Source: an optimization exercise on an open RTL-to-GDS flow (aim: small area, a short achievable clock period and few clock cycles per item). Production flows keep margins and buffers that such runs may drop.

==> flow/design.v <==
module unsigned_nonrestoring #(
    parameter int WIDTH = 32
) (
    input logic go,
    input logic[WIDTH-1:0] divisor,
    input logic[WIDTH-1:0] dividend,
    input logic clk, rst,
    output logic done,
    output logic[WIDTH-1:0] quotient,
    output logic[WIDTH-1:0] remainder,
    output logic divide_by_zero
);
logic align_R, iter_R, done_R, dbz_R;
logic [4:0] cnt_R;
logic [31:0] Q_R, R_R, B_R;
logic [5:0] lza_R, lzb_R;
assign done = done_R;
assign divide_by_zero = dbz_R;
assign quotient = Q_R;
assign remainder = R_R;
function automatic logic [5:0] lzc32(input logic [31:0] x);
    logic [15:0] v1; logic [15:0] c1;
    logic [7:0] v2; logic [1:0] c2 [8];
    logic [3:0] v3; logic [2:0] c3 [4];
    logic [1:0] v4; logic [3:0] c4 [2];
    for (int i = 0; i < 16; i++) begin
        v1[i] = x[2*i+1] | x[2*i];
        c1[i] = ~x[2*i+1];
    end
    for (int i = 0; i < 8; i++) begin
        v2[i] = v1[2*i+1] | v1[2*i];
        c2[i] = v1[2*i+1] ? {1'b0, c1[2*i+1]} : {1'b1, c1[2*i]};
    end
    for (int i = 0; i < 4; i++) begin
        v3[i] = v2[2*i+1] | v2[2*i];
        c3[i] = v2[2*i+1] ? {1'b0, c2[2*i+1]} : {1'b1, c2[2*i]};
    end
    for (int i = 0; i < 2; i++) begin
        v4[i] = v3[2*i+1] | v3[2*i];
        c4[i] = v3[2*i+1] ? {1'b0, c3[2*i+1]} : {1'b1, c3[2*i]};
    end
    if (v4[1]) lzc32 = {2'b00, c4[1]};
    else if (v4[0]) lzc32 = {2'b01, c4[0]};
    else lzc32 = 6'd32;
endfunction
logic [6:0] d;
logic [31:0] bsh;
logic bzero, qzero;
always_comb begin
    d = {1'b0, lzb_R} - {1'b0, lza_R};
    bzero = lzb_R[5];
    qzero = d[6];
    bsh = divisor << d[4:0];
end
logic [32:0] diff;
logic qd;
logic [32:0] sx, sz, sg, sp, G, P;
always_comb begin
    sx = {1'b0, R_R}; sz = ~{1'b0, B_R};
    sg = sx & sz; sp = sx ^ sz;
    G = {sg[32:1], sg[0] | sp[0]}; P = sp;
    G[1] = G[1] | (P[1] & G[0]); P[1] = P[1] & P[0];
    G[3] = G[3] | (P[3] & G[2]); P[3] = P[3] & P[2];
    G[5] = G[5] | (P[5] & G[4]); P[5] = P[5] & P[4];
    G[7] = G[7] | (P[7] & G[6]); P[7] = P[7] & P[6];
    G[9] = G[9] | (P[9] & G[8]); P[9] = P[9] & P[8];
    G[11] = G[11] | (P[11] & G[10]); P[11] = P[11] & P[10];
    G[13] = G[13] | (P[13] & G[12]); P[13] = P[13] & P[12];
    G[15] = G[15] | (P[15] & G[14]); P[15] = P[15] & P[14];
    G[17] = G[17] | (P[17] & G[16]); P[17] = P[17] & P[16];
    G[19] = G[19] | (P[19] & G[18]); P[19] = P[19] & P[18];
    G[21] = G[21] | (P[21] & G[20]); P[21] = P[21] & P[20];
    G[23] = G[23] | (P[23] & G[22]); P[23] = P[23] & P[22];
    G[25] = G[25] | (P[25] & G[24]); P[25] = P[25] & P[24];
    G[27] = G[27] | (P[27] & G[26]); P[27] = P[27] & P[26];
    G[29] = G[29] | (P[29] & G[28]); P[29] = P[29] & P[28];
    G[31] = G[31] | (P[31] & G[30]); P[31] = P[31] & P[30];
    G[3] = G[3] | (P[3] & G[1]); P[3] = P[3] & P[1];
    G[7] = G[7] | (P[7] & G[5]); P[7] = P[7] & P[5];
    G[11] = G[11] | (P[11] & G[9]); P[11] = P[11] & P[9];
    G[15] = G[15] | (P[15] & G[13]); P[15] = P[15] & P[13];
    G[19] = G[19] | (P[19] & G[17]); P[19] = P[19] & P[17];
    G[23] = G[23] | (P[23] & G[21]); P[23] = P[23] & P[21];
    G[27] = G[27] | (P[27] & G[25]); P[27] = P[27] & P[25];
    G[31] = G[31] | (P[31] & G[29]); P[31] = P[31] & P[29];
    G[7] = G[7] | (P[7] & G[3]); P[7] = P[7] & P[3];
    G[15] = G[15] | (P[15] & G[11]); P[15] = P[15] & P[11];
    G[23] = G[23] | (P[23] & G[19]); P[23] = P[23] & P[19];
    G[31] = G[31] | (P[31] & G[27]); P[31] = P[31] & P[27];
    G[15] = G[15] | (P[15] & G[7]); P[15] = P[15] & P[7];
    G[31] = G[31] | (P[31] & G[23]); P[31] = P[31] & P[23];
    G[31] = G[31] | (P[31] & G[15]); P[31] = P[31] & P[15];
    G[23] = G[23] | (P[23] & G[15]); P[23] = P[23] & P[15];
    G[11] = G[11] | (P[11] & G[7]); P[11] = P[11] & P[7];
    G[19] = G[19] | (P[19] & G[15]); P[19] = P[19] & P[15];
    G[27] = G[27] | (P[27] & G[23]); P[27] = P[27] & P[23];
    G[5] = G[5] | (P[5] & G[3]); P[5] = P[5] & P[3];
    G[9] = G[9] | (P[9] & G[7]); P[9] = P[9] & P[7];
    G[13] = G[13] | (P[13] & G[11]); P[13] = P[13] & P[11];
    G[17] = G[17] | (P[17] & G[15]); P[17] = P[17] & P[15];
    G[21] = G[21] | (P[21] & G[19]); P[21] = P[21] & P[19];
    G[25] = G[25] | (P[25] & G[23]); P[25] = P[25] & P[23];
    G[29] = G[29] | (P[29] & G[27]); P[29] = P[29] & P[27];
    G[2] = G[2] | (P[2] & G[1]); P[2] = P[2] & P[1];
    G[4] = G[4] | (P[4] & G[3]); P[4] = P[4] & P[3];
    G[6] = G[6] | (P[6] & G[5]); P[6] = P[6] & P[5];
    G[8] = G[8] | (P[8] & G[7]); P[8] = P[8] & P[7];
    G[10] = G[10] | (P[10] & G[9]); P[10] = P[10] & P[9];
    G[12] = G[12] | (P[12] & G[11]); P[12] = P[12] & P[11];
    G[14] = G[14] | (P[14] & G[13]); P[14] = P[14] & P[13];
    G[16] = G[16] | (P[16] & G[15]); P[16] = P[16] & P[15];
    G[18] = G[18] | (P[18] & G[17]); P[18] = P[18] & P[17];
    G[20] = G[20] | (P[20] & G[19]); P[20] = P[20] & P[19];
    G[22] = G[22] | (P[22] & G[21]); P[22] = P[22] & P[21];
    G[24] = G[24] | (P[24] & G[23]); P[24] = P[24] & P[23];
    G[26] = G[26] | (P[26] & G[25]); P[26] = P[26] & P[25];
    G[28] = G[28] | (P[28] & G[27]); P[28] = P[28] & P[27];
    G[30] = G[30] | (P[30] & G[29]); P[30] = P[30] & P[29];
    G[32] = G[32] | (P[32] & G[31]); P[32] = P[32] & P[31];
    diff[0] = ~sp[0];
    for (int i = 1; i < 33; i++) diff[i] = sp[i] ^ G[i-1];
    qd = !diff[32];
end
always_ff @(posedge clk or posedge rst) begin
    if (rst) begin
        align_R <= 1'b0;
        iter_R <= 1'b0;
        done_R <= 1'b0;
        dbz_R <= 1'b0;
    end else begin
        done_R <= 1'b0;
        if (align_R) begin
            align_R <= 1'b0;
            dbz_R <= bzero;
            if (bzero || qzero) done_R <= 1'b1;
            else iter_R <= 1'b1;
        end else if (iter_R) begin
            if (cnt_R == 5'd0) begin
                iter_R <= 1'b0;
                done_R <= 1'b1;
            end
        end else if (go) begin
            align_R <= 1'b1;
        end
    end
end
always_ff @(posedge clk) begin
    lza_R <= lzc32(dividend);
    lzb_R <= lzc32(divisor);
    if (align_R) begin
        B_R <= bsh;
        Q_R <= '0;
        cnt_R <= d[4:0];
    end else begin
        B_R <= {1'b0, B_R[31:1]};
        Q_R <= {Q_R[30:0], qd};
        cnt_R <= cnt_R - 5'd1;
    end
    if (!align_R && !iter_R) R_R <= dividend;
    else if (iter_R && qd) R_R <= diff[31:0];
end
endmodule
==> flow/config.mk <==
export PLATFORM = sky130hd
export DESIGN_NAME = unsigned_nonrestoring
export DESIGN_NICKNAME = unsigned_nonrestoring
export VERILOG_FILES = /design/flow/design.v
export SDC_FILE = /design/flow/constraint.sdc
export NUM_CORES = 4
export LEC_CHECK = 0
export ABC_AREA = 1
export CAP_MARGIN = 20
export CORE_MARGIN = 2
export CORE_UTILIZATION = 40
export CTS_BUF_LIST = sky130_fd_sc_hd__clkbuf_8
export SETUP_SLACK_MARGIN = 3.25
export SLEW_MARGIN = 20
==> flow/constraint.sdc <==
create_clock -name core_clock -period 6.0 [get_ports {clk}]
set_input_delay 1.2000 -clock core_clock [delete_from_list [all_inputs] [get_ports {clk}]]
set_output_delay 1.2000 -clock core_clock [all_outputs]
set_load 0.01 [all_outputs]
standard.sh (not shown) runs the stock make flow with config.mk's settings and CLKGATE_MAP_FILE= SYNTH_SCRIPT=/design/flow/synth_recipe.tcl, a recipe that flattens the netlist after the stock synthesis.
==> flow/flow/run.sh <==
#!/bin/bash
# The standard layout, with the port buffers made from the smallest plain buffer
# (buf_1) instead of the cell buffer_ports picks by itself.
set -euo pipefail
bash standard.sh 'BUFFER_PORTS_ARGS=-buffer_cell sky130_fd_sc_hd__buf_1' finish > make.log 2>&1
Next try:
- SETUP_SLACK_MARGIN: 3.25 -> 3.75
What happened: Design area goes up by 9.1%; synthesized cell count is unchanged; wire length goes up by 6.0%.
Function was not checked in any run of this note: the RTL went through the layout flow alone.

afterwards: timing with drivers on the ports:
The flow's constraints put no driver on any port. The routed layouts listed below were extracted and timed again, unchanged, in two steps. Step 1 assumes that a clkbuf_16 drives the clock port and a buf_2 every other input. Step 2, shift: input delay + t, output delay - t, t = (earliest + latest rising clock arrival at the registers) / 2. This alone moves slack from input paths to output paths. Three values: ideal ports, drivers, drivers and shift; two values: the first two.
| run | shift t [ns] | setup slack, ns | pins driven straight from the clock port |
|---|---|---|---|
| the first run | 0.479 | 3.325 / 3.325 / 3.030 | 1 |
| the second run | 0.493 | 3.399 / 3.399 / 3.397 | 1 |
After both steps every run listed still meets setup and hold. The setup slack of the first run, which loses most, moves by 0.000 ns with the drivers and by -0.295 ns with both steps.
